This is an optimization exercise on Yosys and OpenROAD, whose aim is small area and a short achievable clock period, not a production implementation. RTL that was checked went through simulation tests only; none was proved equivalent to the original. For run 4, only the layout was checked, not whether the RTL still works. Power figures rest on the tool's default switching activity, not on a simulated workload.

$ cat run.sh
#!/bin/bash
# synth_recipe.tcl (not shown) runs the flow's synth.tcl, then flattens the netlist and writes it again
# the make line also repeats each setting of config.mk as NAME=value (left out here)
make -C /OpenROAD-flow-scripts/flow DESIGN_CONFIG=/design/flow/config.mk WORK_HOME=/design/flow/orfs CLKGATE_MAP_FILE= SYNTH_SCRIPT=/design/flow/synth_recipe.tcl finish
$ cat config.mk
export PLATFORM = sky130hd
export DESIGN_NAME = pipelined_fpadder
export DESIGN_NICKNAME = pipelined_fpadder
export VERILOG_FILES = /design/flow/design.v
export SDC_FILE = /design/flow/constraint.sdc
export NUM_CORES = 4
export LEC_CHECK = 0
export ABC_AREA = 0
export CAP_MARGIN = 20
export CORE_MARGIN = 2
export CORE_UTILIZATION = 40
export SETUP_SLACK_MARGIN = 3.5
export SLEW_MARGIN = 20
$ cat constraint.sdc
create_clock -name core_clock -period 10.0 [get_ports {clk}]
set_input_delay 2.0000 -clock core_clock [delete_from_list [all_inputs] [get_ports {clk}]]
set_output_delay 2.0000 -clock core_clock [all_outputs]
set_load 0.01 [all_outputs]
$ cat design.v
`timescale 1ns / 1ps
module fadd_align #(parameter J = 3) (a,b,sub,s_is_nan,s_is_inf,sign,temp_exp,
op_sub,large_frac23,small_win,small_sticky,shift_lo);
	input [31:0] a,b;
	input sub;
	output s_is_nan, s_is_inf, sign, op_sub;
	output [7:0] temp_exp;
	output [22:0] large_frac23;
	output [25:0] small_win;      
	output small_sticky;          
	output [J-1:0] shift_lo;      
	wire [7:0] ea = a[30:23], eb = b[30:23];
	wire a_ff = &ea, b_ff = &eb;
	wire a_f0 = ~|a[22:0], b_f0 = ~|b[22:0];
	wire a_inf = a_ff & a_f0, b_inf = b_ff & b_f0;
	wire a_nan = a_ff & ~a_f0, b_nan = b_ff & ~b_f0;
	assign op_sub = sub ^ a[31] ^ b[31];
	assign s_is_inf = a_inf | b_inf;
	assign s_is_nan = a_nan | b_nan | (op_sub & a_inf & b_inf);
	wire pay_b = b[21:0] > a[21:0];
	wire exchange = (b[30:22] > a[30:22]) | (b[30:22] == a[30:22]) & pay_b;
	wire x = s_is_nan ? pay_b : exchange;
	wire [30:0] fp_large = x ? b[30:0] : a[30:0];
	wire [30:0] fp_small = x ? a[30:0] : b[30:0];
	assign sign = x ? sub ^ b[31] : a[31];
	assign temp_exp = s_is_nan ? 8'd1 : fp_large[30:23];
	assign large_frac23 = fp_large[22:0];
	wire [23:0] small24 = s_is_nan ? 24'h0 : {|fp_small[30:23], fp_small[22:0]};
	wire [7:0] fa = {ea[7:1], ea[0] | ~|ea};
	wire [7:0] fb = {eb[7:1], eb[0] | ~|eb};
	wire [8:0] d1 = {1'b0, fa} - {1'b0, fb};
	wire [7:0] d2 = fb - fa;
	wire [7:0] d = d1[8] ? d2 : d1[7:0];
	wire [4:0] k = (d >= 8'd26) ? 5'd26 : d[4:0];
	wire [4:0] k_hi = k & ~((5'd1 << J) - 5'd1);
	wire [49:0] y = {small24, 26'h0} >> k_hi;
	assign small_win = y[49:24];
	assign small_sticky = |y[23:0];
	assign shift_lo = k[J-1:0];
endmodule
`timescale 1ns / 1ps
module reg_align_cal #(parameter J = 3) (a_rm,a_is_nan,a_is_inf,a_sign,a_exp,
a_op_sub,a_large_frac,a_small_win,a_small_sticky,a_shift_lo,clk,clrn,e,
c_rm,c_is_nan,c_is_inf,c_sign,c_exp,c_op_sub,c_large_frac,c_small_win,
c_small_sticky,c_shift_lo);  
	input [25:0] a_small_win;
	input [22:0] a_large_frac;
	input [7:0] a_exp;
	input [1:0] a_rm;
	input [J-1:0] a_shift_lo;
	input a_is_nan, a_is_inf, a_sign, a_op_sub, a_small_sticky;
	input e;  
	input clk, clrn;  
	output reg [25:0] c_small_win;
	output reg [22:0] c_large_frac;
	output reg [7:0] c_exp;
	output reg [1:0] c_rm;
	output reg [J-1:0] c_shift_lo;
	output reg c_is_nan,c_is_inf,c_sign,c_op_sub,c_small_sticky;
	always @ (posedge clk or negedge clrn) begin
		if (!clrn) begin
			c_rm <= 0;
			c_is_nan <= 0;
			c_is_inf <= 0;
			c_sign <= 0;
			c_exp <= 0;
			c_op_sub <= 0;
			c_large_frac <= 0;
			c_small_win <= 0;
			c_small_sticky <= 0;
			c_shift_lo <= 0;
		end else if (e) begin
			c_rm <= a_rm;
			c_is_nan <= a_is_nan;
			c_is_inf <= a_is_inf;
			c_sign <= a_sign;
			c_exp <= a_exp;
			c_op_sub <= a_op_sub;
			c_large_frac <= a_large_frac;
			c_small_win <= a_small_win;
			c_small_sticky <= a_small_sticky;
			c_shift_lo <= a_shift_lo;
		end
	end
endmodule
`timescale 1ns / 1ps
module fadd_cal #(parameter J = 3) (op_sub,temp_exp,large_frac23,small_win,
small_sticky,shift_lo,frac,grs,exp0);
	input op_sub;
	input [7:0] temp_exp;
	input [22:0] large_frac23;
	input [25:0] small_win;
	input small_sticky;
	input [J-1:0] shift_lo;
	output [23:0] frac;     
	output [1:0] grs;       
	output [7:0] exp0;      
	wire [25:0] win = small_win >> shift_lo;
	wire [25:0] lost = small_win & ~({26{1'b1}} << shift_lo);
	wire [26:0] small27 = {win, small_sticky | (|lost)};
	wire [27:0] large28 = {1'b0, |temp_exp, large_frac23, 3'b000};
	wire [27:0] cal = op_sub ? large28 - {1'b0, small27} : large28 + {1'b0, small27};
	wire [7:0] ee = {temp_exp[7:1], temp_exp[0] | ~|temp_exp};
	wire [27:0] marker = (ee <= 8'd27) ? (28'h8000000 >> ee) : 28'h0;
	wire [27:0] m = cal | marker;
	reg [4:0] sh;
	integer i;
	always @* begin
		sh = 5'd0;
		for (i = 0; i < 28; i = i + 1)
			if (m[i]) sh = 5'd27 - i;
	end
	wire [27:0] nrm = cal << sh;
	assign frac = nrm[27:4];
	assign grs = {nrm[3], |nrm[2:1]};
	wire [7:0] e1 = temp_exp + 8'd1;
	wire [5:0] lo = {1'b0, e1[4:0]} - {1'b0, sh};
	wire [2:0] hi_m1 = e1[7:5] - 3'd1;
	assign exp0 = {lo[5] ? hi_m1 : e1[7:5], lo[4:0]};
endmodule
`timescale 1ns / 1ps
module reg_cal_norm (c_rm,c_is_nan,c_is_inf,c_sign,c_exp,c_frac,c_grs,
clk,clrn,e,n_rm,n_is_nan,n_is_inf,n_sign,n_exp,n_frac,n_grs);  
	input [23:0] c_frac;
	input [1:0] c_grs;
	input [7:0] c_exp;
	input [1:0] c_rm;
	input c_is_nan, c_is_inf, c_sign;
	input e;  
	input clk, clrn;  
	output reg [23:0] n_frac;
	output reg [1:0] n_grs;
	output reg [7:0] n_exp;
	output reg [1:0] n_rm;
	output reg n_is_nan,n_is_inf,n_sign;
	always @ (posedge clk or negedge clrn) begin
		if (!clrn) begin
			n_rm <= 0;
			n_is_nan <= 0;
			n_is_inf <= 0;
			n_sign <= 0;
			n_exp <= 0;
			n_frac <= 0;
			n_grs <= 0;
		end else if (e) begin
			n_rm <= c_rm;
			n_is_nan <= c_is_nan;
			n_is_inf <= c_is_inf;
			n_sign <= c_sign;
			n_exp <= c_exp;
			n_frac <= c_frac;
			n_grs <= c_grs;
		end
	end
endmodule
`timescale 1ns / 1ps
module fadd_norm (rm,is_nan,is_inf,sign,exp0,frac,grs,s);
	input [1:0] rm;
	input is_nan, is_inf, sign;
	input [7:0] exp0;
	input [23:0] frac;
	input [1:0] grs;
	output [31:0] s;
	wire g = grs[1], st = grs[0];
	wire frac_plus_1 =
		~rm[1] & ~rm[0] & g & (st | frac[0]) |
		~rm[1] &  rm[0] & (g | st) & sign |
		 rm[1] & ~rm[0] & (g | st) & ~sign;
	wire [31:0] pa [0:5];
	assign pa[0] = {9'h0, frac[22:0]};
	genvar l, i;
	generate
		for (l = 0; l < 5; l = l + 1) begin : lv
			for (i = 0; i < 32; i = i + 1) begin : nd
				if ((i >> l) & 1) begin : c
					assign pa[l+1][i] = pa[l][i] & pa[l][((i >> l) << l) - 1];
				end else begin : p
					assign pa[l+1][i] = pa[l][i];
				end
			end
		end
	endgenerate
	wire [22:0] ones = pa[5][22:0];
	wire [22:0] fr_inc = frac[22:0] ^ ({ones[21:0], 1'b1} & {23{frac_plus_1}});
	wire carry = frac_plus_1 & ones[22];
	wire e_ff = &exp0;
	wire e_fe = &exp0[7:1] & ~exp0[0];
	wire [7:0] eo;   
	assign eo[0] = 1'b1;
	generate
		for (i = 1; i < 8; i = i + 1) begin : eon
			assign eo[i] = &exp0[i-1:0];
		end
	endgenerate
	wire [7:0] exp_inc = exp0 ^ (eo & {8{carry}});
	wire [7:0] exponent = frac[23] ? exp_inc : 8'h00;
	wire overflow = frac[23] & (e_ff | e_fe & carry);
	wire to_max = rm[1] & rm[0] | ~rm[1] & rm[0] & ~sign | rm[1] & ~rm[0] & sign;
	assign s = is_nan   ? {1'b1, 8'hff, 1'b1, fr_inc[21:0]} :
	           overflow ? (to_max ? {sign, 8'hfe, 23'h7fffff} : {sign, 8'hff, 23'h0}) :
	           is_inf   ? {sign, 8'hff, 23'h0} :
	                      {sign, exponent, fr_inc};
endmodule
`timescale 1ns / 1ps
module pipelined_fpadder (a,b,sub,rm,s,clk,clrn,e);  
	input clk, clrn;  
	input [31:0] a, b;  
	input [1:0] rm;  
	input sub;  
	input e;  
	output [31:0] s;  
	localparam J = 3;  
	wire a_is_nan, a_is_inf, a_sign, a_op_sub, a_small_sticky;
	wire [7:0] a_exp;
	wire [22:0] a_large_frac;
	wire [25:0] a_small_win;
	wire [J-1:0] a_shift_lo;
	fadd_align #(J) alignment (a,b,sub,a_is_nan,a_is_inf,a_sign,a_exp,a_op_sub,
	a_large_frac,a_small_win,a_small_sticky,a_shift_lo);
	wire c_is_nan, c_is_inf, c_sign, c_op_sub, c_small_sticky;
	wire [7:0] c_exp;
	wire [1:0] c_rm;
	wire [22:0] c_large_frac;
	wire [25:0] c_small_win;
	wire [J-1:0] c_shift_lo;
	reg_align_cal #(J) reg_ac (rm,a_is_nan,a_is_inf,a_sign,a_exp,a_op_sub,
	a_large_frac,a_small_win,a_small_sticky,a_shift_lo,clk,clrn,e,
	c_rm,c_is_nan,c_is_inf,c_sign,c_exp,c_op_sub,c_large_frac,c_small_win,
	c_small_sticky,c_shift_lo);
	wire [23:0] c_frac;
	wire [1:0] c_grs;
	wire [7:0] c_exp0;
	fadd_cal #(J) calculation (c_op_sub,c_exp,c_large_frac,c_small_win,
	c_small_sticky,c_shift_lo,c_frac,c_grs,c_exp0);
	wire [23:0] n_frac;
	wire [1:0] n_grs;
	wire [7:0] n_exp;
	wire [1:0] n_rm;
	wire n_is_nan, n_is_inf, n_sign;
	reg_cal_norm reg_cn (c_rm,c_is_nan,c_is_inf,c_sign,c_exp0,c_frac,c_grs,
	clk,clrn,e,n_rm,n_is_nan,n_is_inf,n_sign,n_exp,n_frac,n_grs);
	fadd_norm normalization (n_rm,n_is_nan,n_is_inf,n_sign,n_exp,n_frac,n_grs,s);
endmodule
==> flow_metrics.tcl, run 1 <==
set metrics [dict create \
    yosys_most_used_dff "dfrtp_1" \
    endpoint "reg_ac.c_small_sticky$_DFFE_PN0P_" \
    synth-seq-area-share_pct 18.30 \
    final_antenna_net_count 0 \
    leakage_nw 7.421 \
    dieWidth_microns 194.4 \
    fin_tns_setup_ns 0 \
    crit_start "b[10]" \
    cp.arrival_ns 6.63 \
    drtIter0Drc 1494 \
    setup_viol 0 \
    slowest_delay_ns 0.57 \
    synth_cells 1841 \
    async_reset_ff_share_pct 100.0 \
    finalMaxSlewViolations 0 \
    gr-usage-all-layers_pct 26.91 \
    timing.rr.end "reg_cn.n_exp[7]$_DFFE_PN0P_" \
    fmax_mhz 156.6 \
    dp_hpwl_microns 40200 \
    diodes 0 \
    worst_slew_pin_slew_ns 1.076 \
    io_pins 102 \
    slowest_stage "or4_1" \
    r2r_cells 23 \
    drc 0 \
    path_clk_slew_ns 0.07 \
    finalNetCount 2106 \
    drv_cap 0 \
    cts_buffers 9 \
    finalCritPeriodShare_pct 63.86 \
    final_cell_area_sq_um 17170 \
    hp-class "reg2reg" \
    drt_pre_antenna_iters 6 \
    dieArea_sq_um 37770 \
    final-seq-area_sq_um 2663 \
    clk_latency_ns 0.37 \
    drt-wirelength-per-cell_microns 22.16 \
    synthDistinctLibCells 113 \
    cts_root_buf "clkbuf_16" \
    fin_crit_ns 6.386 \
    cts_tree "done" \
    io_buffers 101 \
    skew_ns 0.01267 \
    slew_headroom_pct 27.81 \
    grt_pass1_wl_microns 81080 \
    synth_edf_count 0 \
    critPathMaxFanout 24 \
    powerDensity_nw_per_um2 189.8 \
    ff2ff_setup_slack_ns 3.65 \
    final_cell_mix "nor2_1, a21oi_1, nand2_1" \
    mappedNetlistNets 2014 \
    htreeDepth 3 \
    cp_common_cell "nor3_1" \
    netlist_area_sq_um 14490 \
    hold_viol 0 \
    drive_gt1_share_pct 16.51 \
    avgViaCountPerCell 6.332 \
    yosysWarnings 4 \
    multi_input_comb_area_sq_um 11450 \
    ys_ff_latch 106 \
    mostFrequentLayoutCell "nor2_1" \
    wirelength_microns 53160 \
    rsz0062_at_grt "true" \
    ir_drop_mv 0.07844 \
    cp-start-kind "primary input" \
    placed_area_sq_um 15660 \
    status "finished clean" \
    initial_core_util_pct 40.65 \
    clockBufferDepth 2 \
    path_cells "clkdlybuf4s50_1, or4_1, nor4_1, nand4_1, a21oi_1, o22ai_1, buf_4, a41oi_2, nor3_1, a21o_4, mux2i_4, nor3_1, nor2_2, or4b_1, a2111oi_2, a31oi_1" \
    die_h_microns 194.4 \
    num_vias 15190 \
    worstPathRequired_ns 10.24 \
    grt.overflow.total 0 \
    critPathKind "in2reg" \
    r2r_start "reg_ac.c_shift_lo[0]$_DFFE_PN0P_" \
    n_fill_cell 3524 \
    gp_congestion 0.9154 \
    rows 69 \
    antenna_found_initial 2 \
    crit_path_end_kind "flip-flop" \
    grt_max_degree 85 \
    grt_pass1_vias 13917 \
    area_growth_pct 18.47 \
    clock-sinks 106 \
    avgSynthCellArea_sq_um 7.873 \
    core-area_sq_um 35660 \
]
-- final cells by class --
| type | instances | share of cell area [%] |
|---|---|---|
| clock inverters | 6 | 0.2769 |
| well taps | 461 | 3.359 |
| flip-flops and latches | 106 | 15.51 |
| multi-input cells | 1518 | 66.66 |
| clock buffers | 10 | 1.392 |
| repair inverters | 1 | 0.02915 |
| repair buffers | 172 | 9.953 |
| inverters | 125 | 2.820 |
-- cell families (layout without fill, tap and decap cells) --
kind of cell	Yosys count	count (layout)	share of synthesized area, %
AOI/OAI and AO/OA	575	577	27.60
xor gates and xnor gates	58	58	3.505
adders and majority gates	103	103	9.099
buffers and inverters	224	314	7.035
DFF	106	106	18.30
muxes	169	169	13.56
and+or+nand+nor	606	611	20.90
-- report_power, final --
group | total (mW) | switching [mW] | leakage, nW | internal (mW)
combinational | 2.21 | 1.29 | 6.00 | 0.920
sequential | 0.694 | 0.167 | 1.28 | 0.527
clock | 0.351 | 0.173 | 0.140 | 0.179
-- stage by stage --
stage                     power (mW)  instances  utilization [%]  worst slack (ns)  hold WS [ns]
after global routing           3.465       2399            48.16             3.394        0.5198
final                          3.259       2399            48.16             3.614        0.4772
after floorplan                2.043       1841                -             3.521        0.4456
after detailed placement       2.683       2319            43.92             2.013        0.4632
after CTS                      3.119       2363            46.13             3.443        0.4806
after global placement         2.677       2319            43.92             2.115        0.4585
-- routing by layer --
layer  track usage [%]  up-vias  wire length, microns
li1                  -     7096                     -
met1             39.69     7364                 24580
met2             41.58      648                 23540
met3             2.915       80                  3714
met4             7.265        2                  1318
met5                 0        -                    13
-- Yosys cell counts (14+ instances only) --
| cell type | number | area (sq um) |
|---|---|---|
| a31oi_1 | 14 | 87.58 |
| nand4_1 | 34 | 212.7 |
| nor4_1 | 20 | 125.1 |
| mux2_2 | 41 | 461.7 |
| ha_1 | 99 | 1239 |
| nand2_1 | 135 | 506.7 |
| nand3_1 | 61 | 305.3 |
| xnor2_1 | 30 | 262.8 |
| a21oi_1 | 150 | 750.7 |
| xor2_1 | 28 | 245.2 |
| dfrtp_1 | 106 | 2653 |
| nor3_1 | 31 | 155.2 |
| mux4_2 | 15 | 337.8 |
| and4_1 | 16 | 140.1 |
| inv_1 | 120 | 450.4 |
| a21o_1 | 29 | 217.7 |
| o211ai_1 | 31 | 232.7 |
| nor2_1 | 182 | 683.2 |
| and2_1 | 19 | 118.9 |
| o21ai_0 | 100 | 500.5 |
| mux2i_1 | 104 | 1041 |
| clkbuf_1 | 64 | 240.2 |
| o21a_1 | 31 | 232.7 |
| a211oi_1 | 30 | 225.2 |
| o2bb2ai_1 | 29 | 254.0 |
-- state kept, by name, indices dropped and copies added, names as in the netlist, 2 cells and up --
name / flops
reg_cn.n_grs: 2
reg_ac.c_large_frac: 23
reg_ac.c_small_win: 26
reg_ac.c_exp: 8
reg_ac.c_shift_lo: 3
reg_ac.c_rm: 2
reg_cn.n_exp: 8
reg_cn.n_frac: 24
reg_cn.n_rm: 2
-- critical path, delay by kind of cell --
family,cells,cell delay [ns]
simple gates,7,2.05
buf+inv,2,0.74
mux,1,0.31
compound gates,6,1.50
-- how the worst min path moves through the flow --
| stage | from | to | slack (ns) | depth (start not counted) |
|---|---|---|---|---|
| 2_1_floorplan | reg_ac.c_is_nan$_DFFE_PN0P_ | reg_ac.c_is_nan$_DFFE_PN0P_ | 0.45 | 1 |
| 6_report | reg_ac.c_is_nan$_DFFE_PN0P_ | reg_ac.c_is_nan$_DFFE_PN0P_ | 0.48 | 1 |
| 4_1_cts | reg_ac.c_is_nan$_DFFE_PN0P_ | reg_ac.c_is_nan$_DFFE_PN0P_ | 0.48 | 1 |
| 5_1_grt | reg_ac.c_is_nan$_DFFE_PN0P_ | reg_ac.c_is_nan$_DFFE_PN0P_ | 0.52 | 1 |
| 3_3_place_gp | reg_ac.c_is_nan$_DFFE_PN0P_ | reg_ac.c_is_nan$_DFFE_PN0P_ | 0.46 | 1 |
| 3_5_place_dp | reg_ac.c_is_nan$_DFFE_PN0P_ | reg_ac.c_is_nan$_DFFE_PN0P_ | 0.46 | 1 |
-- repair_timing --
action / CTS / global route
cloned: 5 / 5
pin swaps: 18 / 32
setup buffers: 23 / 31
endpoints found under the setup margin: 91 / 86
hold buffers: 0 / 0
gates resized for setup: 71 / 127
hold endpoints to repair: 0 / 0
==> run 2, diff against run 1 <==
--- a/config.mk
+++ b/config.mk
@@ -5,9 +5,10 @@
 export SDC_FILE = /design/flow/constraint.sdc
 export NUM_CORES = 4
 export LEC_CHECK = 0
-export ABC_AREA = 0
+export ABC_AREA = 1
 export CAP_MARGIN = 20
 export CORE_MARGIN = 2
 export CORE_UTILIZATION = 40
-export SETUP_SLACK_MARGIN = 3.5
+export SETUP_SLACK_MARGIN = 4
 export SLEW_MARGIN = 20
+export SYNTH_HIERARCHICAL = 1
==> flow_metrics.tcl, run 2 <==
set metrics [dict create \
    async_reset_ff_share_pct 100.0 \
    final_antenna_net_count 0 \
    ys_top_cells_by_count "nand2_1, inv_1, nand3_1" \
    skew_ns 0.01662 \
    slew_headroom_pct 37.94 \
    finalMaxSlewViolations 0 \
    io_buffers 101 \
    cts_tree "done" \
    core-area_sq_um 37400 \
    grt_pass1_vias 15906 \
    dp_hpwl_microns 39400 \
    grt.overflow.total 0 \
    clockBufferDepth 2 \
    largest_register_ffs 26 \
    drv_cap 0 \
    clk_latency_ns 0.38 \
    initial_core_util_pct 40.39 \
    holdBufCountCts 0 \
    ys_top_cells_by_area "nand2_1, dfrtp_1, nand3_1" \
    dieWidth_microns 198.3 \
    synth_cells 2624 \
    gr-usage-all-layers_pct 25.36 \
    synth_top_area_share_pct 25.47 \
    final_cell_mix "nand2_1, inv_1, nand3_1" \
    setup_viol 0 \
    htreeDepth 3 \
    place_ws_ns 2.486 \
    mostFrequentLayoutCell "nand2_1" \
    design_power_total_mw 3.897 \
    leakage_nw 9.356 \
    drc 0 \
    mappedNetlistNets 2797 \
    yosysTopAreaCell "nand2_1" \
    critPathKind "reg2reg" \
    cts_buffers 9 \
    avgViaCountPerCell 5.239 \
    drt-wirelength-per-cell_microns 15.53 \
    netlist_area_sq_um 15110 \
    finalCritPeriodShare_pct 56.40 \
    fin_cells 3207 \
    synth.most_common_cell "nand2_1" \
    ys_ff_latch 106 \
    gp_congestion 0.9270 \
    slowest_delay_ns 0.56 \
    worst_slack_ns 4.360 \
    dp_cells 3143 \
    powerDensity_nw_per_um2 226.6 \
    drive_gt1_share_pct 8.531 \
    fin_hold_ws_ns 0.4770 \
    slowest_stage "dfrtp_4" \
    status "finished clean" \
    hold_viol 0 \
    crit_path_end_kind "flip-flop" \
    synthDistinctLibCells 60 \
    finalNetCount 2864 \
    yosys_most_used_dff "dfrtp_1" \
    yosysWarnings 10 \
    hp-class "reg2reg" \
    rows 71 \
    antenna_found_initial 0 \
    die_h_microns 198.3 \
    area_growth_pct 13.86 \
    worstPathRequired_ns 10.27 \
    fin_tns_setup_ns 0 \
    grt_max_degree 89 \
    grt_pass1_wl_microns 80450 \
    drtIter0Drc 1182 \
    cts_root_buf "clkbuf_16" \
    wirelength_microns 49790 \
    cp.arrival_ns 5.91 \
    cp_common_cell "nand2_1" \
    diodes 0 \
    cp-start-kind "flip-flop" \
    avgSynthCellArea_sq_um 5.757 \
    worst_slew_pin_slew_ns 0.9309 \
    critPathMaxFanout 7 \
    drt_pre_antenna_iters 5 \
    fin_crit_ns 5.640 \
    synth-seq-area-share_pct 17.56 \
    io_pins 102 \
    path_clk_slew_ns 0.09 \
    num_vias 16800 \
    reg_top3 "reg_ac.c_small_win: 26 flops, reg_cn.n_frac: 24 flops, reg_ac.c_large_frac: 23 flops" \
    synth_edf_count 0 \
    dieArea_sq_um 39340 \
    fmax_mhz 177.3 \
    clock-sinks 106 \
    rsz0062_at_grt "true" \
    ir_drop_mv 0.1066 \
    regMostFlops "reg_ac.c_small_win" \
]
[run 2: cell types whose count changed after synthesis, moves of 27 or more]
cell / change
nand2_1: +890
nand3_1: +213
inv_1: +164
mux2i_1: -101
a21oi_1: -56
mux2_2: -41
clkbuf_1: -37
buf_2: +32
o21ai_0: +29
o2bb2ai_1: -29
a211oi_1: -27
o21a_1: -27
[run 2: what timing repair did]
action | 4_1_cts | 5_1_grt
cloned | 6 | 5
gates resized for setup | 20 | 75
hold endpoints to repair | 0 | 0
pin swaps | 3 | 16
endpoints found under the setup margin | 35 | 35
buffers inserted | 9 | 28
[run 2: routing by layer]
layer  vias to the layer above  wire [microns]  GRT usage (%)
met5                         -               0              0
met4                         0             987          6.154
met3                        59            2235          2.521
met2                       440           24040          44.60
met1                      7756           22530          33.22
li1                       8545               -              -
[run 2: layout make-up]
type                            instances  area (sq um)
Sequential cell                       106          2660
Timing Repair inverter                  4         28.78
Clock inverter                          7         91.34
Clock buffer                            9         225.2
Inverter                              306          1190
Tap cell                              511         639.4
Timing Repair Buffer                  147          1380
Multi-Input combinational cell       2117         10990
Fill cell                            4089         20200
[run 2: where the power goes]
part	internal, mW	switching, mW	total [mW]
Clock	0.182	0.199	0.381
Sequential	0.533	0.141	0.674
Combinational	1.03	1.82	2.84
Total	1.74	2.16	3.90
[run 2: cells by family (layout without fill, tap and decap cells)]
| logic type | Yosys count | after routing | synth area share [%] |
|---|---|---|---|
| and+or+nand+nor | 1660 | 1665 | 47.70 |
| buffers and inverters | 407 | 473 | 11.81 |
| AOI/OAI and AO/OA | 302 | 303 | 11.51 |
| DFF | 106 | 106 | 17.56 |
| adders and majority gates | 103 | 103 | 8.730 |
| xor gates and xnor gates | 43 | 43 | 2.493 |
| muxes | 3 | 3 | 0.1988 |
[run 2: critical path, delay by kind of cell (launching register included)]
| family | cells | cell delay [ns] |
|---|---|---|
| XOR/XNOR | 2 | 0.30 |
| flip-flops | 1 | 0.56 |
| AND/OR/NAND/NOR | 15 | 1.33 |
| buffers and inverters | 8 | 0.93 |
| AO/OA/AOI/OAI | 10 | 1.81 |
| adder cells (fa/ha/maj) | 2 | 0.58 |
[run 2: modules after synthesis (local to each module, per instance), a selection]
module | cell area [sq um] | cells | flops+latches
fadd_norm | 1404 | 281 | 0
reg_cal_norm | 1466 | 165 | 39
[run 2: path summary, 6_finish.rpt]
kind / from / end / slack (ns) / cells after the start
setup / recovery: reg_ac.c_shift_lo[0]$_DFFE_PN0P_ / reg_cn.n_exp[7]$_DFFE_PN0P_ / 4.36 / 37
setup reg to reg: reg_ac.c_shift_lo[0]$_DFFE_PN0P_ / reg_cn.n_exp[7]$_DFFE_PN0P_ / 4.36 / 37
hold / removal: reg_ac.c_rm[1]$_DFFE_PN0P_ / reg_ac.c_rm[1]$_DFFE_PN0P_ / 0.48 / 2
min in group asynchronous: clrn / reg_ac.c_large_frac[16]$_DFFE_PN0P_ / 1.63 / 1
hold reg to reg: reg_ac.c_rm[1]$_DFFE_PN0P_ / reg_ac.c_rm[1]$_DFFE_PN0P_ / 0.48 / 2
max in group asynchronous: clrn / reg_cn.n_frac[20]$_DFFE_PN0P_ / 7.16 / 2
[run 2: stage by stage]
| stage | instance area, sq um | util (%) |
|---|---|---|
| after floorplan | 15110 | - |
| after detailed placement | 16180 | 43.27 |
| after global placement | 16180 | 43.27 |
| final | 17200 | 45.99 |
| after global routing | 17200 | 45.99 |
| after CTS | 16670 | 44.59 |
==> run 3, diff against run 2 <==
--- a/config.mk
+++ b/config.mk
@@ -11,4 +11,3 @@
 export CORE_UTILIZATION = 40
 export SETUP_SLACK_MARGIN = 4
 export SLEW_MARGIN = 20
-export SYNTH_HIERARCHICAL = 1
==> flow_metrics.tcl, run 3 <==
set metrics [dict create \
    status "finished clean" \
    finalMaxSlewViolations 0 \
    initial_core_util_pct 40.67 \
    synth-seq-area-share_pct 20.05 \
    critPathMaxFanout 11 \
    clockBufferDepth 2 \
    crit_start "reg_cn.n_sign$_DFFE_PN0P_" \
    fin_tns_setup_ns 0 \
    setup_viol 0 \
    rows 66 \
    synth_cells 2150 \
    mostFrequentLayoutCell "nand2_1" \
    hold_viol 0 \
    largest_register_ffs 26 \
    area_growth_pct 19.82 \
    grt_pass1_vias 13979 \
    cts_tree "done" \
    yosys_most_used_dff "dfrtp_1" \
    diodes 0 \
    path_clk_slew_ns 0.07 \
    placed_area_sq_um 14420 \
    dieArea_sq_um 34550 \
    io_pins 102 \
    finalNetCount 2446 \
    gr-usage-all-layers_pct 27.93 \
    worstPathRequired_ns 8.00 \
    drive_gt1_share_pct 14.93 \
    yosysTopAreaCell "dfrtp_1" \
    synthDistinctLibCells 61 \
    drv_cap 0 \
    num_vias 15199 \
    mappedNetlistNets 2323 \
    avgViaCountPerCell 5.588 \
    cts_root_buf "clkbuf_16" \
    skew_ns 0.01548 \
    worst_slew_pin_slew_ns 0.9478 \
    cp-start-kind "flip-flop" \
    leakage_nw 7.878 \
    slowest_delay_ns 0.40 \
    dieWidth_microns 185.9 \
    final_antenna_net_count 0 \
    dp_hpwl_microns 36090 \
    cp_common_cell "nor2_4" \
    regMostFlops "reg_ac.c_small_win" \
    slowest_stage "dfrtp_1" \
    synth_edf_count 0 \
    grt.overflow.total 0 \
    cp.arrival_ns 4.06 \
    worst_slack_ns 3.936 \
    final_cell_mix "nand2_1, inv_1, nand3_1" \
    cts_buffers 9 \
    drt_pre_antenna_iters 6 \
    crit_path_end_kind "output pin" \
    avgSynthCellArea_sq_um 6.155 \
    place_ws_ns 2.345 \
    worstHoldStart "reg_ac.c_rm[1]$_DFFE_PN0P_" \
    slew_headroom_pct 36.81 \
    powerDensity_nw_per_um2 213.0 \
    final_cell_area_sq_um 15860 \
    synth.most_common_cell "nand2_1" \
    reg_top3 "reg_ac.c_small_win: 26 flops, reg_cn.n_frac: 24 flops, reg_ac.c_large_frac: 23 flops" \
    fin_crit_ns 6.064 \
    ys_top_cells_by_count "nand2_1, inv_1, nand3_1" \
    clk_latency_ns 0.38 \
    die_h_microns 185.9 \
    gp_congestion 0.8978 \
    fmax_mhz 164.9 \
    antenna_found_initial 0 \
    wirelength_microns 48450 \
    drtIter0Drc 1440 \
    yosysWarnings 4 \
    core-area_sq_um 32540 \
    rsz0062_at_grt "true" \
    ys_ff_latch 106 \
    drt-wirelength-per-cell_microns 17.81 \
    grt_pass1_wl_microns 76020 \
    drc 0 \
    synth_top_area_share_pct 20.05 \
    grt_max_degree 74 \
    htreeDepth 3 \
    finalCritPeriodShare_pct 60.64 \
    netlist_area_sq_um 13230 \
    r2r_start "reg_ac.c_shift_lo[1]$_DFFE_PN0P_" \
    io_buffers 101 \
    ir_drop_mv 0.08178 \
    clock-sinks 106 \
    critPathKind "reg2out" \
    ys_top_cells_by_area "dfrtp_1, nand2_1, ha_1" \
    async_reset_ff_share_pct 100.0 \
    hp-class "reg2reg" \
    fin_hold_ws_ns 0.4843 \
]
## run 3: cell families (layout without fill, tap and decap cells)
| family | after synthesis | in the layout | share of synthesized area (%) |
|---|---|---|---|
| simple gates | 1057 | 1063 | 35.32 |
| flops | 106 | 106 | 20.05 |
| compound gates | 478 | 478 | 20.58 |
| xor+xnor | 29 | 29 | 1.976 |
| mux | 10 | 10 | 0.7754 |
| fa+ha+maj | 103 | 103 | 9.966 |
| buf+inv | 367 | 489 | 11.34 |
## run 3: worst max-delay path, delay by kind of cell (launching register included)
| kind | cells | cell delay [ns] |
|---|---|---|
| DFF | 1 | 0.40 |
| AOI/OAI and AO/OA | 3 | 0.40 |
| and+or+nand+nor | 22 | 2.29 |
| buffers and inverters | 5 | 0.59 |
## run 3: area by class of cell
| class | count | area [sq um] |
|---|---|---|
| Clock buffer | 12 | 256.5 |
| Clock inverter | 4 | 35.03 |
| Fill cell | 3466 | 16680 |
| Inverter | 278 | 1084 |
| Multi-Input combinational cell | 1683 | 9553 |
| Sequential cell | 106 | 2655 |
| Tap cell | 442 | 553.0 |
| Timing Repair Buffer | 191 | 1688 |
| Timing Repair inverter | 4 | 31.28 |
## run 3: timing repair
action                     CTS  global route
pin swaps                   29            48
gates resized for setup    199           115
hold buffers                 0             0
setup endpoints to repair   92            90
buffers inserted            41            38
gates cloned                 8             3
## run 3: per-stage QoR
stage                     total power, mW  std cells  util [%]
after floorplan                     2.197       2150         -
after global placement              2.770       2614     44.30
after detailed placement            2.792       2614     44.30
after CTS                           3.205       2679     46.75
after global routing                3.693       2720     48.73
final                               3.377       2720     48.73
## run 3: final timing paths
kind	end	slack (ns)	cells past startpoint
worst max-delay path	s[19]	3.94	30
worst min-delay path	reg_ac.c_rm[1]$_DFFE_PN0P_	0.48	2
worst max register to register	reg_cn.n_frac[16]$_DFFE_PN0P_	4.39	34
worst min register to register	reg_ac.c_rm[1]$_DFFE_PN0P_	0.48	2
max in group asynchronous	reg_cn.n_rm[0]$_DFFE_PN0P_	6.98	2
min in group asynchronous	reg_ac.c_small_win[21]$_DFFE_PN0P_	1.60	1
## run 3: where the power goes
part,switching (mW),internal [mW]
combinational,1.51,0.842
sequential,0.124,0.532
clock,0.180,0.185
## run 3: layer usage
metal / track usage (%) / part of all wire, % / routed length (microns) / vias up
met3: 2.915 / 6.2 / 3021 / 87
met5: 0 / 0 / 0 / -
met2: 42.63 / 43 / 20900 / 583
li1: - / - / - / 7437
met4: 8.756 / 2.9 / 1383 / 0
met1: 41.07 / 48 / 23150 / 7092
==> run 4, diff against run 3 <==
--- a/design.v
+++ b/design.v
@@ -31,12 +31,19 @@
 	wire [8:0] d1 = {1'b0, fa} - {1'b0, fb};
 	wire [7:0] d2 = fb - fa;
 	wire [7:0] d = d1[8] ? d2 : d1[7:0];
-	wire [4:0] k = (d >= 8'd26) ? 5'd26 : d[4:0];
-	wire [4:0] k_hi = k & ~((5'd1 << J) - 5'd1);
+	wire sat = |d[7:5] | d[4] & d[3] & (d[2] | d[1]);
+	wire [4:0] k_hi = d[4:0] & ~((5'd1 << J) - 5'd1);
 	wire [49:0] y = {small24, 26'h0} >> k_hi;
-	assign small_win = y[49:24];
-	assign small_sticky = |y[23:0];
-	assign shift_lo = k[J-1:0];
+	assign small_win = sat ? 26'h0 : y[49:24];
+	assign shift_lo = d[J-1:0];
+	wire [23:0] below;
+	genvar i;
+	generate
+		for (i = 0; i < 24; i = i + 1) begin : stk
+			assign below[i] = d[4:0] > i + 2;
+		end
+	endgenerate
+	assign small_sticky = sat ? |small24 : |(small24 & below);
 endmodule
 `timescale 1ns / 1ps
 module reg_align_cal #(parameter J = 3) (a_rm,a_is_nan,a_is_inf,a_sign,a_exp,
@@ -85,7 +92,7 @@
 endmodule
 `timescale 1ns / 1ps
 module fadd_cal #(parameter J = 3) (op_sub,temp_exp,large_frac23,small_win,
-small_sticky,shift_lo,frac,grs,exp0);
+small_sticky,shift_lo,frac,grs,sh);
 	input op_sub;
 	input [7:0] temp_exp;
 	input [22:0] large_frac23;
@@ -94,16 +101,15 @@
 	input [J-1:0] shift_lo;
 	output [23:0] frac;     
 	output [1:0] grs;       
-	output [7:0] exp0;      
+	output reg [4:0] sh;    
 	wire [25:0] win = small_win >> shift_lo;
-	wire [25:0] lost = small_win & ~({26{1'b1}} << shift_lo);
-	wire [26:0] small27 = {win, small_sticky | (|lost)};
+	wire [26:0] small27 = {win, small_sticky};
 	wire [27:0] large28 = {1'b0, |temp_exp, large_frac23, 3'b000};
-	wire [27:0] cal = op_sub ? large28 - {1'b0, small27} : large28 + {1'b0, small27};
+	wire [28:0] sum29 = {large28, 1'b1} + {{1'b0, small27} ^ {28{op_sub}}, op_sub};
+	wire [27:0] cal = sum29[28:1];
 	wire [7:0] ee = {temp_exp[7:1], temp_exp[0] | ~|temp_exp};
 	wire [27:0] marker = (ee <= 8'd27) ? (28'h8000000 >> ee) : 28'h0;
 	wire [27:0] m = cal | marker;
-	reg [4:0] sh;
 	integer i;
 	always @* begin
 		sh = 5'd0;
@@ -113,17 +119,14 @@
 	wire [27:0] nrm = cal << sh;
 	assign frac = nrm[27:4];
 	assign grs = {nrm[3], |nrm[2:1]};
-	wire [7:0] e1 = temp_exp + 8'd1;
-	wire [5:0] lo = {1'b0, e1[4:0]} - {1'b0, sh};
-	wire [2:0] hi_m1 = e1[7:5] - 3'd1;
-	assign exp0 = {lo[5] ? hi_m1 : e1[7:5], lo[4:0]};
-endmodule
-`timescale 1ns / 1ps
-module reg_cal_norm (c_rm,c_is_nan,c_is_inf,c_sign,c_exp,c_frac,c_grs,
-clk,clrn,e,n_rm,n_is_nan,n_is_inf,n_sign,n_exp,n_frac,n_grs);  
+endmodule
+`timescale 1ns / 1ps
+module reg_cal_norm (c_rm,c_is_nan,c_is_inf,c_sign,c_exp,c_sh,c_frac,c_grs,
+clk,clrn,e,n_rm,n_is_nan,n_is_inf,n_sign,n_exp,n_sh,n_frac,n_grs);  
 	input [23:0] c_frac;
 	input [1:0] c_grs;
 	input [7:0] c_exp;
+	input [4:0] c_sh;
 	input [1:0] c_rm;
 	input c_is_nan, c_is_inf, c_sign;
 	input e;  
@@ -131,6 +134,7 @@
 	output reg [23:0] n_frac;
 	output reg [1:0] n_grs;
 	output reg [7:0] n_exp;
+	output reg [4:0] n_sh;
 	output reg [1:0] n_rm;
 	output reg n_is_nan,n_is_inf,n_sign;
 	always @ (posedge clk or negedge clrn) begin
@@ -140,6 +144,7 @@
 			n_is_inf <= 0;
 			n_sign <= 0;
 			n_exp <= 0;
+			n_sh <= 0;
 			n_frac <= 0;
 			n_grs <= 0;
 		end else if (e) begin
@@ -148,20 +153,23 @@
 			n_is_inf <= c_is_inf;
 			n_sign <= c_sign;
 			n_exp <= c_exp;
+			n_sh <= c_sh;
 			n_frac <= c_frac;
 			n_grs <= c_grs;
 		end
 	end
 endmodule
 `timescale 1ns / 1ps
-module fadd_norm (rm,is_nan,is_inf,sign,exp0,frac,grs,s);
+module fadd_norm (rm,is_nan,is_inf,sign,temp_exp,sh,frac,grs,s);
 	input [1:0] rm;
 	input is_nan, is_inf, sign;
-	input [7:0] exp0;
+	input [7:0] temp_exp;
+	input [4:0] sh;
 	input [23:0] frac;
 	input [1:0] grs;
 	output [31:0] s;
 	wire g = grs[1], st = grs[0];
+	wire [7:0] exp0 = temp_exp + 8'd1 - {3'b0, sh};  
 	wire frac_plus_1 =
 		~rm[1] & ~rm[0] & g & (st | frac[0]) |
 		~rm[1] &  rm[0] & (g | st) & sign |
@@ -209,7 +217,7 @@
 	input sub;  
 	input e;  
 	output [31:0] s;  
-	localparam J = 3;  
+	localparam J = 1;  
 	wire a_is_nan, a_is_inf, a_sign, a_op_sub, a_small_sticky;
 	wire [7:0] a_exp;
 	wire [22:0] a_large_frac;
@@ -229,15 +237,16 @@
 	c_small_sticky,c_shift_lo);
 	wire [23:0] c_frac;
 	wire [1:0] c_grs;
-	wire [7:0] c_exp0;
+	wire [4:0] c_sh;
 	fadd_cal #(J) calculation (c_op_sub,c_exp,c_large_frac,c_small_win,
-	c_small_sticky,c_shift_lo,c_frac,c_grs,c_exp0);
+	c_small_sticky,c_shift_lo,c_frac,c_grs,c_sh);
 	wire [23:0] n_frac;
 	wire [1:0] n_grs;
 	wire [7:0] n_exp;
+	wire [4:0] n_sh;
 	wire [1:0] n_rm;
 	wire n_is_nan, n_is_inf, n_sign;
-	reg_cal_norm reg_cn (c_rm,c_is_nan,c_is_inf,c_sign,c_exp0,c_frac,c_grs,
-	clk,clrn,e,n_rm,n_is_nan,n_is_inf,n_sign,n_exp,n_frac,n_grs);
-	fadd_norm normalization (n_rm,n_is_nan,n_is_inf,n_sign,n_exp,n_frac,n_grs,s);
-endmodule
+	reg_cal_norm reg_cn (c_rm,c_is_nan,c_is_inf,c_sign,c_exp,c_sh,c_frac,c_grs,
+	clk,clrn,e,n_rm,n_is_nan,n_is_inf,n_sign,n_exp,n_sh,n_frac,n_grs);
+	fadd_norm normalization (n_rm,n_is_nan,n_is_inf,n_sign,n_exp,n_sh,n_frac,n_grs,s);
+endmodule
==> flow/run.sh (new file) <==
#!/bin/bash
# The standard layout, with plain buffers on the ports in place of the
# delay cells buffer_ports picks by default. Every port still gets a buffer.
set -euo pipefail
export BUFFER_PORTS_ARGS="-buffer_cell sky130_fd_sc_hd__buf_2"
bash standard.sh finish > standard_make.log 2>&1
==> standard.sh (new file) <==
#!/bin/bash
# synth_recipe.tcl (not shown) runs the flow's synth.tcl, then flattens the netlist and writes it again
# the make line also repeats each setting of config.mk as NAME=value (left out here)
make -C /OpenROAD-flow-scripts/flow DESIGN_CONFIG=/design/flow/config.mk WORK_HOME=/design/flow/orfs CLKGATE_MAP_FILE= SYNTH_SCRIPT=/design/flow/synth_recipe.tcl "${@:-finish}"
--- a/config.mk
+++ b/config.mk
@@ -9,5 +9,6 @@
 export CAP_MARGIN = 20
 export CORE_MARGIN = 2
 export CORE_UTILIZATION = 40
-export SETUP_SLACK_MARGIN = 4
+export SETUP_SLACK_MARGIN = 4.5
 export SLEW_MARGIN = 20
+export SYNTH_HIERARCHICAL = 1
removed: run.sh
==> flow_metrics.tcl, run 4 <==
set metrics [dict create \
    final_antenna_net_count 0 \
    design_power_total_mw 3.864 \
    avgSynthCellArea_sq_um 5.758 \
    synth_top_area_share_pct 26.07 \
    rsz0062_at_grt "true" \
    ir_drop_mv 0.1090 \
    r2r_cells 34 \
    status "finished clean" \
    synthDistinctLibCells 59 \
    powerDensity_nw_per_um2 241.1 \
    leakage_nw 9.036 \
    grt_pass1_wl_microns 84810 \
    fin_crit_ns 5.277 \
    drive_gt1_share_pct 11.51 \
    core-area_sq_um 36430 \
    num_vias 16582 \
    critPathKind "in2reg" \
    critPathMaxFanout 19 \
    wirelength_microns 53730 \
    cp.arrival_ns 5.54 \
    initial_core_util_pct 40.43 \
    yosys_most_used_dff "dfrtp_1" \
    synth.most_common_cell "nand2_1" \
    grt.overflow.total 0 \
    dieArea_sq_um 38370 \
    skew_ns 0.009114 \
    ys_ff_latch 109 \
    cts_root_buf "clkbuf_16" \
    fin_tns_setup_ns 0 \
    diodes 0 \
    cts_buffers 9 \
    grt_max_degree 96 \
    cts_tree "done" \
    largest_register_ffs 26 \
    ys_top_cells_by_area "nand2_1, dfrtp_1, nand3_1" \
    timing.rr.end "reg_cn.n_frac[22]$_DFFE_PN0P_" \
    reg_top3 "reg_ac.c_small_win: 26 flops, reg_cn.n_frac: 24 flops, reg_ac.c_large_frac: 23 flops" \
    synth-seq-area-share_pct 18.52 \
    gr-usage-all-layers_pct 27.95 \
    clk_latency_ns 0.37 \
    ys_top_cells_by_count "nand2_1, nand3_1, inv_1" \
    async_reset_ff_share_pct 100.0 \
    regMostFlops "reg_ac.c_small_win" \
    drt_pre_antenna_iters 5 \
    avgViaCountPerCell 5.393 \
    netlist_area_sq_um 14730 \
    io_pins 102 \
    hold_viol 0 \
    finalMaxSlewViolations 0 \
    worst_slew_pin_slew_ns 1.008 \
    area_growth_pct 8.784 \
    drt-wirelength-per-cell_microns 17.47 \
    mappedNetlistNets 2709 \
    rows 70 \
    slew_headroom_pct 32.82 \
    finalCritPeriodShare_pct 52.77 \
    path_clk_slew_ns 0.09 \
    drtIter0Drc 1207 \
    clock-sinks 109 \
    antenna_found_initial 2 \
    gp_congestion 0.9563 \
    io_buffers 101 \
    clockBufferDepth 2 \
    cp_common_cell "nand2_1" \
    synth_cells 2558 \
    worst-path-buf-inv 4 \
    dp_hpwl_microns 42060 \
    worstHoldStart "reg_ac.c_is_inf$_DFFE_PN0P_" \
    drv_cap 0 \
    r2r_start "reg_ac.c_shift_lo$_DFFE_PN0P_" \
    drc 0 \
    slowest_stage "fa_1" \
    yosysTopAreaCell "nand2_1" \
    setup_viol 0 \
    mostFrequentLayoutCell "nand2_1" \
    die_h_microns 195.9 \
    htreeDepth 3 \
    min_path_cells 2 \
    fmax_mhz 189.5 \
    dieWidth_microns 195.9 \
    worstPathRequired_ns 10.26 \
    ff2ff_setup_slack_ns 4.96 \
    crit_path_end_kind "flip-flop" \
    finalNetCount 2753 \
    hp-class "reg2reg" \
    synth_edf_count 0 \
    n_fill_cell 4144 \
    holdPathEnd "reg_cn.n_is_inf$_DFFE_PN0P_" \
    cp-start-kind "primary input" \
    final_cell_mix "nand2_1, nand3_1, inv_1" \
    grt_pass1_vias 15717 \
    critPathTopFamily "simple AND/OR/NAND/NOR gates" \
    slowest_delay_ns 0.46 \
    yosysWarnings 10 \
]
[run 4: per-layer routing]
layer	vias up	global-route usage (%)	wire length, microns
li1	8287	-	-
met1	7678	34.47	22890
met2	496	49.18	25920
met3	117	3.043	2367
met4	4	12.40	2527
met5	-	0	28
[run 4: power by group]
group / switching [mW] / internal (mW) / total [mW]
Clock: 0.203 / 0.186 / 0.389
Combinational: 1.89 / 0.916 / 2.81
Sequential: 0.126 / 0.539 / 0.666
Total: 2.22 / 1.64 / 3.86
[run 4: worst max path at each step]
| stage | start | end | slack (ns) | cells past startpoint |
|---|---|---|---|---|
| 6_report | a[24] | reg_ac.c_small_sticky$_DFFE_PN0P_ | 4.72 | 25 |
| 5_1_grt | a[26] | reg_ac.c_small_win[1]$_DFFE_PN0P_ | 4.43 | 22 |
| 4_1_cts | a[24] | reg_ac.c_small_win[6]$_DFFE_PN0P_ | 4.50 | 24 |
| 3_5_place_dp | b[27] | reg_ac.c_small_sticky$_DFFE_PN0P_ | 3.55 | 27 |
| 3_3_place_gp | b[27] | reg_ac.c_small_sticky$_DFFE_PN0P_ | 3.33 | 27 |
| 2_1_floorplan | b[27] | reg_ac.c_small_sticky$_DFFE_PN0P_ | 5.23 | 27 |
[run 4: modules after synthesis (local to each module, per instance), a selection]
module / times used / area, sq um / cells
reg_cal_norm: 1 / 1732 / 186
fadd_norm: 1 / 1946 / 395
[run 4: kinds of logic (layout without fill, tap and decap cells)]
family	Yosys count	count (layout)	share of synthesized area (%)
adders and majority gates	81	81	7.034
DFF	109	109	18.52
AOI/OAI and AO/OA	207	209	8.028
buffers and inverters	382	427	11.90
and+or+nand+nor	1721	1723	50.97
xor gates and xnor gates	58	58	3.551
[run 4: layout make-up]
class	instances	area (sq um)	share of cell area, %
inverter	277	1075	6.708
timing repair buffer	133	783.3	4.888
sequential	109	2728	17.02
clock inverter	7	96.34	0.6013
clock buffer	9	225.2	1.406
multi-input combinational	2071	10530	65.69
tap	468	585.6	3.655
timing repair inverter	1	5.005	0.03124
[run 4: metrics by stage]
step | util [%] | setup WS [ns] | std cells | instance area [sq um] | hold slack [ns]
4_1_cts | 43.01 | 4.501 | 3055 | 15670 | 0.4740
6_report | 43.98 | 4.723 | 3075 | 16020 | 0.4745
5_1_grt | 43.98 | 4.427 | 3075 | 16020 | 0.4750
2_1_floorplan | - | 5.231 | 2558 | 14730 | 0.4400
3_3_place_gp | 41.64 | 3.327 | 3028 | 15170 | 0.4529
3_5_place_dp | 41.66 | 3.555 | 3028 | 15180 | 0.4607
[run 4: worst register-to-register path: cells and delay by family (launching register included)]
family	cells	cell delay, ns
compound gates	3	0.54
fa+ha+maj	1	0.38
simple gates	25	2.79
xor+xnor	1	0.14
buf+inv	4	0.79
flops	1	0.35
[run 4: timing repair]
| action | CTS | global route |
|---|---|---|
| pin swaps | 6 | 12 |
| cloned | 4 | 1 |
| endpoints found under the hold margin | 0 | 0 |
| hold buffers | 0 | 0 |
| buffers inserted | 7 | 19 |
| resized for setup | 20 | 34 |
| endpoints found under the setup margin | 53 | 64 |

==> static timing again, ports no longer ideal <==
No port has a modelled driver above. Below, the same layouts with a new extraction and two added sets of constraints.
Step 1: set_driving_cell puts a clkbuf_16 on clk and a buf_2 on each other input, an assumption about the parent block.
Step 2 times the ports against the registers' clock, not the clock port: input delays grow and output delays shrink by t, the midpoint of the rising clock arrivals with the driver on.
a / b / c = ideal / step 1 / step 2; a / b = the first two.
run | t (ns) | slack for setup (ns) | latest minus earliest clock arrival (ns)
run 1 | 0.415 | 3.614 / 3.645 / 3.229 | 0.013 / 0.013
run 2 | 0.422 | 4.360 / 4.360 / 3.969 | 0.017 / 0.016
run 3 | 0.424 | 3.936 / 3.883 / 3.860 | 0.016 / 0.016
run 4 | 0.421 | 4.723 / 4.720 / 4.335 | 0.011 / 0.010
After both steps every run listed still meets setup and hold. For run 2, which loses most, drivers alone change the setup slack by 0.000 ns; drivers and shift together by -0.391 ns.
